Context: an optimization exercise on an open-source flow, tuned for small area. The choices shown serve that exercise and are no tape-out recipe. The RTL was checked by simulation tests, not by an equivalence proof against the original design. Power is estimated from default activity; no workload was simulated. No driver is modelled on the clock port, so clocking that relies on it looks cheaper here than on a real chip.

// router_top2
module router_top2 (input clock, resetn, read_enb_0, read_enb_1, read_enb_2,
                    input [7:0] data_in,
                    input pkt_valid,
                    output [7:0] data_out_0, data_out_1, data_out_2,
                    output valid_out_0, valid_out_1, valid_out_2, error, busy);
Size: about 1500 cells after synthesis, about 560 flip-flops, roughly 43 I/O pins, ~22000 um^2 of cells after synthesis.
Settings: LEC_CHECK=0, CAP_MARGIN=20, CORE_MARGIN=2, CORE_UTILIZATION=60, PLACE_DENSITY=0.7, SLEW_MARGIN=20; clock period 5.0 ns.
standard.sh (not shown) runs the stock make flow with config.mk's settings and CLKGATE_MAP_FILE= SYNTH_SCRIPT=/design/flow/synth_recipe.tcl, a recipe that flattens the netlist after the stock synthesis.
==> flow/flow/run.sh <==
#!/bin/bash
# The standard ORFS flow (the standard.sh), with:
#  - synthesis: the standard flow's script, but ABC maps for area (flow/area.abc)
#  - CTS without dummy loads, sink clusters sized for clkbuf_16
#  - port buffers (one per input and output, as standard) of the smallest
#    buffer cell
# Each tool's output goes to the ORFS logs under orfs/logs; make's output to
# standard.log.
set -euo pipefail
HERE=$PWD
export AREA_ABC_DIR=$HERE/flow
cat $HERE/flow/area_hook.tcl $HERE/synth_recipe.tcl > $HERE/area_synth.tcl
CTS="-sink_clustering_enable -repair_clock_nets -dont_use_dummy_load -sink_clustering_size 30 -sink_clustering_max_diameter 100 -buf_list sky130_fd_sc_hd__clkbuf_16"
bash standard.sh SYNTH_SCRIPT=$HERE/area_synth.tcl "CTS_ARGS=$CTS" "BUFFER_PORTS_ARGS=-buffer_cell sky130_fd_sc_hd__buf_1" finish > standard.log 2>&1
==> flow/flow/area.abc <==
&get -n
&st
&dch
&nf -R 1000
&st
&dch
&nf -R 1000
&put
==> flow/flow/area_hook.tcl <==
# Sourced before the standard flow's synthesis script: ABC maps the logic for area with
# area.abc (beside this file) instead of ORFS's speed script. Everything else
# in the synthesis is the standard flow's. Registers are mapped before ABC runs, and ABC
# does not touch them.
set ::area_abc_script [file join $::env(AREA_ABC_DIR) area.abc]
proc abc {args} {
  set i [lsearch -exact $args -script]
  if {$i >= 0} { lset args [expr {$i + 1}] $::area_abc_script }
  puts "area hook: abc $args"
  yosys abc {*}$args
}
The baseline finished clean.
Then changed:
--- a/flow/flow/run.sh
+++ b/flow/flow/run.sh
@@ -13 +13 @@
-CTS="-sink_clustering_enable -repair_clock_nets -dont_use_dummy_load -sink_clustering_size 30 -sink_clustering_max_diameter 100 -buf_list sky130_fd_sc_hd__clkbuf_16"
+CTS="-sink_clustering_enable -repair_clock_nets -dont_use_dummy_load -sink_clustering_size 30 -sink_clustering_max_diameter 100 -buf_list \"sky130_fd_sc_hd__clkbuf_8 sky130_fd_sc_hd__clkbuf_16\" -sink_clustering_buffer sky130_fd_sc_hd__clkbuf_16 -root_buf sky130_fd_sc_hd__clkbuf_8 -tree_buf sky130_fd_sc_hd__clkbuf_8"
The new run died in 4_1_cts.
Synthesized cell count does not change.
Synthesized area does not change.
Then changed:
--- a/flow/flow/run.sh
+++ b/flow/flow/run.sh
@@ -13 +13 @@
-CTS="-sink_clustering_enable -repair_clock_nets -dont_use_dummy_load -sink_clustering_size 30 -sink_clustering_max_diameter 100 -buf_list \"sky130_fd_sc_hd__clkbuf_8 sky130_fd_sc_hd__clkbuf_16\" -sink_clustering_buffer sky130_fd_sc_hd__clkbuf_16 -root_buf sky130_fd_sc_hd__clkbuf_8 -tree_buf sky130_fd_sc_hd__clkbuf_8"
+CTS="-sink_clustering_enable -repair_clock_nets -dont_use_dummy_load -sink_clustering_size 30 -sink_clustering_max_diameter 60 -buf_list sky130_fd_sc_hd__clkbuf_16"
What happened:
- Now the flow completed without violations
- synthesized area does not change
- synthesized cell count is unchanged
Then changed:
--- a/flow/flow/run.sh
+++ b/flow/flow/run.sh
@@ -13 +13 @@
-CTS="-sink_clustering_enable -repair_clock_nets -dont_use_dummy_load -sink_clustering_size 30 -sink_clustering_max_diameter 60 -buf_list sky130_fd_sc_hd__clkbuf_16"
+CTS="-sink_clustering_enable -repair_clock_nets -dont_use_dummy_load -sink_clustering_size 30 -sink_clustering_max_diameter 100 -buf_list {sky130_fd_sc_hd__clkbuf_8 sky130_fd_sc_hd__clkbuf_16} -sink_clustering_buffer sky130_fd_sc_hd__clkbuf_16 -root_buf sky130_fd_sc_hd__clkbuf_8 -tree_buf sky130_fd_sc_hd__clkbuf_8"
Result: Design area shrinks slightly. Wire length is about the same. Final cell count went down slightly. Via count is about the same. Total power goes down by a few percent.
Then changed:
==> flow/flow/run.sh (replaced) <==
#!/bin/bash
# The standard ORFS flow (the standard.sh), with:
#  - synthesis: the standard flow's script, but ABC maps for area (flow/area.abc)
#  - CTS without dummy loads, sink clusters sized for clkbuf_16
#  - port buffers (one per input and output, as standard) of the smallest
#    buffer cell
# Each tool's output goes to the ORFS logs under orfs/logs; make's output to
# standard.log.
set -euo pipefail
HERE=$PWD
export AREA_ABC_DIR=$HERE/flow
cat $HERE/flow/area_hook.tcl $HERE/synth_recipe.tcl > $HERE/area_synth.tcl
CTS="-sink_clustering_enable -repair_clock_nets -dont_use_dummy_load -sink_clustering_size 30 -sink_clustering_max_diameter 60 -buf_list sky130_fd_sc_hd__clkbuf_16"
bash standard.sh SYNTH_SCRIPT=$HERE/area_synth.tcl "CTS_ARGS=$CTS" "BUFFER_PORTS_ARGS=-buffer_cell sky130_fd_sc_hd__buf_2" finish > standard.log 2>&1
Utilization came out higher by 1.2 points.
Power went up by a few percent.
Clock power rose by a quarter to a third.
Setup slack is better by 0.093 ns.
Sequential power is about the same.
Critical path depth does not change.

========
router_top2, a different RTL version from the one above (not shown whole).
Size in the first run: roughly 1400 cells after synthesis, ~43 I/O pins, roughly 0.021 sq mm of cells after synthesis.
export LEC_CHECK = 0
export CAP_MARGIN = 0
export CORE_MARGIN = 2
export CORE_UTILIZATION = 70
export PLACE_DENSITY = 0.8
export SLEW_MARGIN = 0
create_clock -name core_clock -period 5.0 [get_ports {clock}]
==> flow/flow/run.sh <==
#!/bin/bash
# The standard ORFS flow (the standard.sh), with:
#  - synthesis: the standard flow's script, but ABC maps for area (flow/area.abc), and
#    adders are left to ABC instead of ORFS's half/full-adder cells
#  - CTS without dummy loads, sink clusters of up to 30 on clkbuf_16,
#    clkbuf_8 above them
#  - the resizer may swap a cell for one of another size footprint (it can
#    upsize a weak gate instead of adding a buffer)
#  - port buffers (one per input and output, as standard) of the smallest
#    buffer cell
# Each tool's output goes to the ORFS logs under orfs/logs; make's output to
# standard.log.
set -euo pipefail
HERE=$PWD
export AREA_ABC_DIR=$HERE/flow
cat $HERE/flow/area_hook.tcl $HERE/synth_recipe.tcl > $HERE/area_synth.tcl
CTS="-sink_clustering_enable -repair_clock_nets -dont_use_dummy_load -sink_clustering_size 30 -sink_clustering_max_diameter 100 -buf_list {sky130_fd_sc_hd__clkbuf_8 sky130_fd_sc_hd__clkbuf_16} -sink_clustering_buffer sky130_fd_sc_hd__clkbuf_16 -root_buf sky130_fd_sc_hd__clkbuf_8 -tree_buf sky130_fd_sc_hd__clkbuf_8"
bash standard.sh SYNTH_SCRIPT=$HERE/area_synth.tcl ADDER_MAP_FILE= "CTS_ARGS=$CTS" "BUFFER_PORTS_ARGS=-buffer_cell sky130_fd_sc_hd__buf_1" MATCH_CELL_FOOTPRINT=0 finish > standard.log 2>&1
==> flow/flow/area.abc <==
&get -n
&st
&dch
&nf -p -C 32 -F 10 -R 1000
&put
mfs2 -a
strash
&get -n
&dch
&nf -p -C 32 -F 10 -R 1000
&put
Scripts as last shown in full above: flow/flow/area_hook.tcl
Then changed:
--- a/flow/flow/run.sh
+++ b/flow/flow/run.sh
@@ -6,4 +6,2 @@
 #    clkbuf_8 above them
-#  - the resizer may swap a cell for one of another size footprint (it can
-#    upsize a weak gate instead of adding a buffer)
 #  - port buffers (one per input and output, as standard) of the smallest
@@ -17,2 +15,2 @@
 CTS="-sink_clustering_enable -repair_clock_nets -dont_use_dummy_load -sink_clustering_size 30 -sink_clustering_max_diameter 100 -buf_list {sky130_fd_sc_hd__clkbuf_8 sky130_fd_sc_hd__clkbuf_16} -sink_clustering_buffer sky130_fd_sc_hd__clkbuf_16 -root_buf sky130_fd_sc_hd__clkbuf_8 -tree_buf sky130_fd_sc_hd__clkbuf_8"
-bash standard.sh SYNTH_SCRIPT=$HERE/area_synth.tcl ADDER_MAP_FILE= "CTS_ARGS=$CTS" "BUFFER_PORTS_ARGS=-buffer_cell sky130_fd_sc_hd__buf_1" MATCH_CELL_FOOTPRINT=0 finish > standard.log 2>&1
+bash standard.sh SYNTH_SCRIPT=$HERE/area_synth.tcl ADDER_MAP_FILE= "CTS_ARGS=$CTS" "BUFFER_PORTS_ARGS=-buffer_cell sky130_fd_sc_hd__buf_1" finish > standard.log 2>&1
==> flow/flow/area.abc (replaced) <==
&get -n
&st
&dch
&nf -p -C 32 -F 10 -R 1000
&put
--- a/flow/config.mk
+++ b/flow/config.mk
@@ -7,6 +7,6 @@
 export LEC_CHECK = 0
-export CAP_MARGIN = 0
+export CAP_MARGIN = 20
 export CORE_MARGIN = 2
-export CORE_UTILIZATION = 70
-export PLACE_DENSITY = 0.8
-export SLEW_MARGIN = 0
+export CORE_UTILIZATION = 60
+export PLACE_DENSITY = 0.7
+export SLEW_MARGIN = 20
Result:
- sequential power fell by 7.8%
- register-to-register slack is better by 0.26 ns
- power fell by 15%
- final area rose by 1.1%
- worst setup slack is better by 0.12 ns
- cell count rose by 4.6%
- clock power stays flat
- clock skew fell by 0.011 ns
- maximum frequency rose by 3.2%
- wire length barely changes
Then changed:
==> flow/flow/run.sh (replaced) <==
#!/bin/bash
# The standard ORFS flow (the standard.sh), with:
#  - synthesis: the standard flow's script, but ABC maps for area (flow/area.abc)
#  - CTS without dummy loads, sink clusters sized for clkbuf_16
#  - port buffers (one per input and output, as standard) of the smallest
#    buffer cell
# Each tool's output goes to the ORFS logs under orfs/logs; make's output to
# standard.log.
set -euo pipefail
HERE=$PWD
export AREA_ABC_DIR=$HERE/flow
cat $HERE/flow/area_hook.tcl $HERE/synth_recipe.tcl > $HERE/area_synth.tcl
CTS="-sink_clustering_enable -repair_clock_nets -dont_use_dummy_load -sink_clustering_size 30 -sink_clustering_max_diameter 100 -buf_list sky130_fd_sc_hd__clkbuf_16"
bash standard.sh SYNTH_SCRIPT=$HERE/area_synth.tcl "CTS_ARGS=$CTS" "BUFFER_PORTS_ARGS=-buffer_cell sky130_fd_sc_hd__buf_1" finish > standard.log 2>&1
==> flow/flow/area.abc (replaced) <==
&get -n
&st
&dch
&nf -R 1000
&put
The changed run went through all stages and came out clean.
Area after synthesis grows by 2.5%.
Worst setup slack improves by 0.28 ns.
Cell count went up by 3.2%.
Total power is higher by 20%.
Hold slack is better by 0.0037 ns.
Synthesized cell count climbs by 5.3%.
Cell area climbs by 1.7%.
Clock skew is higher by 0.013 ns.
Then changed:
==> flow/flow/run.sh (replaced) <==
#!/bin/bash
# The standard ORFS flow (the standard.sh), with:
#  - synthesis: the standard flow's script, but ABC maps for area (flow/area.abc), and
#    adders are left to ABC instead of ORFS's half/full-adder cells
#  - CTS without dummy loads, sink clusters of up to 30 on clkbuf_16,
#    clkbuf_8 above them
#  - port buffers (one per input and output, as standard) of the smallest
#    buffer cell
# Each tool's output goes to the ORFS logs under orfs/logs; make's output to
# standard.log.
set -euo pipefail
HERE=$PWD
export AREA_ABC_DIR=$HERE/flow
cat $HERE/flow/area_hook.tcl $HERE/synth_recipe.tcl > $HERE/area_synth.tcl
CTS="-sink_clustering_enable -repair_clock_nets -dont_use_dummy_load -sink_clustering_size 30 -sink_clustering_max_diameter 100 -buf_list {sky130_fd_sc_hd__clkbuf_8 sky130_fd_sc_hd__clkbuf_16} -sink_clustering_buffer sky130_fd_sc_hd__clkbuf_16 -root_buf sky130_fd_sc_hd__clkbuf_8 -tree_buf sky130_fd_sc_hd__clkbuf_8"
bash standard.sh SYNTH_SCRIPT=$HERE/area_synth.tcl ADDER_MAP_FILE= "CTS_ARGS=$CTS" "BUFFER_PORTS_ARGS=-buffer_cell sky130_fd_sc_hd__buf_1" finish > standard.log 2>&1
==> flow/flow/area.abc (replaced) <==
&get -n
&st
&dch
&nf -p -C 32 -F 10 -R 1000
&put
mfs2 -a
strash
&get -n
&dch
&nf -p -C 32 -F 10 -R 1000
&put
--- a/flow/config.mk
+++ b/flow/config.mk
@@ -7,6 +7,6 @@
 export LEC_CHECK = 0
-export CAP_MARGIN = 20
+export CAP_MARGIN = 0
 export CORE_MARGIN = 2
-export CORE_UTILIZATION = 60
-export PLACE_DENSITY = 0.7
-export SLEW_MARGIN = 20
+export CORE_UTILIZATION = 70
+export PLACE_DENSITY = 0.8
+export SLEW_MARGIN = 0
Design area came out lower by 2.8%.
Synthesized cell count came out lower by 6.2%.
Clock-buffer cell count stays the same.
Register-to-register slack loses 0.21 ns.

========
Setup of oak:
Another version of the RTL of router_top2 (not shown whole).
For scale: ~570 flip-flops, roughly 43 I/O pins.
==> flow/design.v (excerpt) <==
module router_top2 (input clock, resetn, read_enb_0, read_enb_1, read_enb_2,
                    input [7:0] data_in,
                    input pkt_valid,
                    output [7:0] data_out_0, data_out_1, data_out_2,
                    output valid_out_0, valid_out_1, valid_out_2, error, busy);
clock: 5.0 ns
lec_check: 0
cap_margin: 20
core_margin: 2
core_utilization: 60
cts_buf_list: sky130_fd_sc_hd__clkbuf_16
cts_cluster_diameter: 60
cts_cluster_size: 30
place_density: 0.7
slew_margin: 20
run.sh (not shown) runs the stock make flow with config.mk's settings and CLKGATE_MAP_FILE= SYNTH_SCRIPT=/design/flow/synth_recipe.tcl, a recipe that flattens the netlist after the stock synthesis.
Stock flow here: none of the scripts above is used.
oak | stages: all done | timing, DRC, antenna: all pass
Here is what was changed in the inputs of pine compared with oak.
Settings: CTS_BUF_LIST: sky130_fd_sc_hd__clkbuf_16 -> unset; CTS_CLUSTER_DIAMETER: 60 -> unset; CORE_UTILIZATION: 60 -> 40; CTS_CLUSTER_SIZE: 30 -> unset; PLACE_DENSITY: 0.7 -> 0.6.
Results
- Per the final summary, pine finished and its layout is clean on timing, DRC and antenna.
- Summary of pine over oak: sequential share of cell area fell by 1.9 points, overall power of the completed layout rose by about 8%, wire length rose by about 5%.

========
Another version of the RTL of router_top2 (not shown whole).
Size in the first run: ~560 flip-flops, ~43 I/O pins, roughly 21000 um^2 of cells after synthesis.
export LEC_CHECK = 0
export CAP_MARGIN = 0
export CORE_MARGIN = 2
export CORE_UTILIZATION = 80
export PLACE_DENSITY = 0.9
export SLEW_MARGIN = 0
create_clock -name core_clock -period 5.0 [get_ports {clock}]
standard.sh (not shown) runs the stock make flow with config.mk's settings and CLKGATE_MAP_FILE= SYNTH_SCRIPT=/design/flow/synth_recipe.tcl, a recipe that flattens the netlist after the stock synthesis.
==> flow/flow/run.sh <==
#!/bin/bash
# The standard ORFS flow (the standard.sh), with:
#  - synthesis: the standard flow's script, but ABC maps for area (flow/area.abc), and
#    adders are left to ABC instead of ORFS's half/full-adder cells
#  - CTS without dummy loads, sink clusters of up to 33 on clkbuf_16,
#    clkbuf_8 above them
#  - port buffers (one per input and output, as standard) of the smallest
#    buffer cell
# Each tool's output goes to the ORFS logs under orfs/logs; make's output to
# standard.log.
set -euo pipefail
HERE=$PWD
export AREA_ABC_DIR=$HERE/flow
cat $HERE/flow/area_hook.tcl $HERE/synth_recipe.tcl > $HERE/area_synth.tcl
CTS="-sink_clustering_enable -repair_clock_nets -dont_use_dummy_load -sink_clustering_size 33 -sink_clustering_max_diameter 90 -buf_list {sky130_fd_sc_hd__clkbuf_8 sky130_fd_sc_hd__clkbuf_16} -sink_clustering_buffer sky130_fd_sc_hd__clkbuf_16 -root_buf sky130_fd_sc_hd__clkbuf_8 -tree_buf sky130_fd_sc_hd__clkbuf_8"
bash standard.sh SYNTH_SCRIPT=$HERE/area_synth.tcl ADDER_MAP_FILE= "CTS_ARGS=$CTS" "BUFFER_PORTS_ARGS=-buffer_cell sky130_fd_sc_hd__buf_1" finish > standard.log 2>&1
==> flow/flow/area.abc <==
&get -n
&st
&dch
&nf -p -C 32 -F 10 -R 1000
&put
mfs2 -a
strash
&get -n
&dch
&nf -p -C 32 -F 10 -R 1000
&put
Scripts as last shown in full above: flow/flow/area_hook.tcl
The baseline produced a clean layout.
Next try:
==> flow/flow/run.sh (replaced) <==
#!/bin/bash
# The standard ORFS flow (the standard.sh), with:
#  - synthesis: the standard flow's script, but ABC maps for area (flow/area.abc), and
#    adders are left to ABC instead of ORFS's half/full-adder cells
#  - CTS without dummy loads, sink clusters of up to 30 on clkbuf_16,
#    clkbuf_8 above them
#  - before repair_design, weak gates with 8 or more loads go one size up
#    (flow/pre_resize.tcl)
#  - port buffers (one per input and output, as standard) of the smallest
#    buffer cell
# Each tool's output goes to the ORFS logs under orfs/logs; make's output to
# standard.log.
set -euo pipefail
HERE=$PWD
export AREA_ABC_DIR=$HERE/flow
cat $HERE/flow/area_hook.tcl $HERE/synth_recipe.tcl > $HERE/area_synth.tcl
CTS="-sink_clustering_enable -repair_clock_nets -dont_use_dummy_load -sink_clustering_size 30 -sink_clustering_max_diameter 100 -buf_list {sky130_fd_sc_hd__clkbuf_8 sky130_fd_sc_hd__clkbuf_16} -sink_clustering_buffer sky130_fd_sc_hd__clkbuf_16 -root_buf sky130_fd_sc_hd__clkbuf_8 -tree_buf sky130_fd_sc_hd__clkbuf_8"
bash standard.sh SYNTH_SCRIPT=$HERE/area_synth.tcl ADDER_MAP_FILE= "CTS_ARGS=$CTS" "BUFFER_PORTS_ARGS=-buffer_cell sky130_fd_sc_hd__buf_1" PRE_RESIZE_TCL=$HERE/flow/pre_resize.tcl finish > standard.log 2>&1
==> flow/flow/pre_resize.tcl (new file) <==
set n_up 0
foreach inst [get_cells *] {
  set ref [get_property $inst ref_name]
  if {[regexp {^sky130_fd_sc_hd__(nor2|nor3|nor4|nand2|nand3|nand4|nor2b|nor3b|nand2b|and2|and3|and4|or2|or3|or4|inv|a21oi|o21ai|a22oi|o22ai)_1$} $ref -> base]} {
    set out [get_pins -of_objects $inst -filter "direction==output"]
    set net [get_nets -of_objects $out]
    set loads [llength [get_pins -of_objects $net -filter "direction==input"]]
    if {$loads >= 8} {
      replace_cell $inst sky130_fd_sc_hd__${base}_2
      incr n_up
    }
  }
}
puts "pre_resize: upsized $n_up gates"
CORE_UTILIZATION = 70   (was 80)
GPL_TIMING_DRIVEN = 0   (was not set)
PLACE_DENSITY = 0.8   (was 0.9)
What happened: Final area climbs by 2.1%. Worst setup slack got worse by 0.61 ns. Routed wire length fell by 6.1%. Sequential power is higher by about 3%. Via count came out lower by 5.2%. Utilization came out lower by 9.3 points.
Next try:
--- a/flow/flow/run.sh
+++ b/flow/flow/run.sh
@@ -6,4 +6,2 @@
 #    clkbuf_8 above them
-#  - before repair_design, weak gates with 8 or more loads go one size up
-#    (flow/pre_resize.tcl)
 #  - port buffers (one per input and output, as standard) of the smallest
@@ -17,2 +15,2 @@
 CTS="-sink_clustering_enable -repair_clock_nets -dont_use_dummy_load -sink_clustering_size 30 -sink_clustering_max_diameter 100 -buf_list {sky130_fd_sc_hd__clkbuf_8 sky130_fd_sc_hd__clkbuf_16} -sink_clustering_buffer sky130_fd_sc_hd__clkbuf_16 -root_buf sky130_fd_sc_hd__clkbuf_8 -tree_buf sky130_fd_sc_hd__clkbuf_8"
-bash standard.sh SYNTH_SCRIPT=$HERE/area_synth.tcl ADDER_MAP_FILE= "CTS_ARGS=$CTS" "BUFFER_PORTS_ARGS=-buffer_cell sky130_fd_sc_hd__buf_1" PRE_RESIZE_TCL=$HERE/flow/pre_resize.tcl finish > standard.log 2>&1
+bash standard.sh SYNTH_SCRIPT=$HERE/area_synth.tcl ADDER_MAP_FILE= "CTS_ARGS=$CTS" "BUFFER_PORTS_ARGS=-buffer_cell sky130_fd_sc_hd__buf_1" finish > standard.log 2>&1
GPL_TIMING_DRIVEN = not set   (was 0)
removed: flow/flow/pre_resize.tcl
Outcome: The changed run finished clean; clock skew rises by 0.023 ns; total power falls slightly; hold slack is worse by 0.0037 ns; sequential power falls by a few percent; global-route usage rises by 0.41 points; register-to-register slack is better by 0.72 ns.

-- port drivers added, routing unchanged --
In the flow no input, the clock included, has a driving cell. The finished layouts below were timed again as built, in two steps.
Step 1 assumes that a clkbuf_16 drives the clock port and a buf_2 every other input.
Step 2 moves the port delays by t, midway between the first and last clock arrival at a register: inputs arrive t later, outputs are due t later. That takes back most of the time a late clock gives input paths.
Three values: no drivers, after step 1, after step 2; two values: the first two.
| run | t (ns) | slack for setup (ns) | worst hold slack (ns) | clock arrival spread, ns |
|---|---|---|---|---|
| the first run of note 1 | 0.595 | 1.422 / 1.422 / 1.422 | 0.471 / 0.471 / 0.471 | 0.032 / 0.032 |
| the third run of note 1 | 0.582 | 1.373 / 1.373 / 1.373 | 0.461 / 0.461 / 0.461 | 0.052 / 0.052 |
| the fourth run of note 1 | 0.692 | 1.346 / 1.346 / 1.346 | 0.471 / 0.471 / 0.471 | 0.031 / 0.031 |
| the fifth run of note 1 | 0.593 | 1.438 / 1.438 / 1.438 | 0.457 / 0.457 / 0.457 | 0.061 / 0.061 |
| the first run of note 2 | 0.670 | 1.155 / 1.108 / 1.348 | 0.448 / 0.448 / 0.448 | 0.039 / 0.040 |
| the second run of note 2 | 0.685 | 1.276 / 1.224 / 1.614 | 0.458 / 0.458 / 0.458 | 0.032 / 0.031 |
| the third run of note 2 | 0.595 | 1.556 / 1.556 / 1.556 | 0.462 / 0.462 / 0.462 | 0.044 / 0.044 |
| the fourth run of note 2 | 0.670 | 1.155 / 1.108 / 1.348 | 0.448 / 0.448 / 0.448 | 0.039 / 0.040 |
| oak | 0.635 | 1.285 / 1.233 / 1.500 | 0.435 / 0.435 / 0.435 | 0.040 / 0.040 |
| pine | 0.657 | 1.019 / 0.962 / 1.620 | 0.434 / 0.434 / 0.434 | 0.023 / 0.023 |
| the first run of note 4 | 0.673 | 1.260 / 1.212 / 1.360 | 0.476 / 0.476 / 0.476 | 0.032 / 0.032 |
| the second run of note 4 | 0.674 | 0.647 / 0.647 / 0.647 | 0.474 / 0.474 / 0.474 | 0.033 / 0.033 |
| the third run of note 4 | 0.683 | 1.364 / 1.364 / 1.364 | 0.470 / 0.470 / 0.470 | 0.053 / 0.054 |
After both steps setup and hold are still met in every run listed.
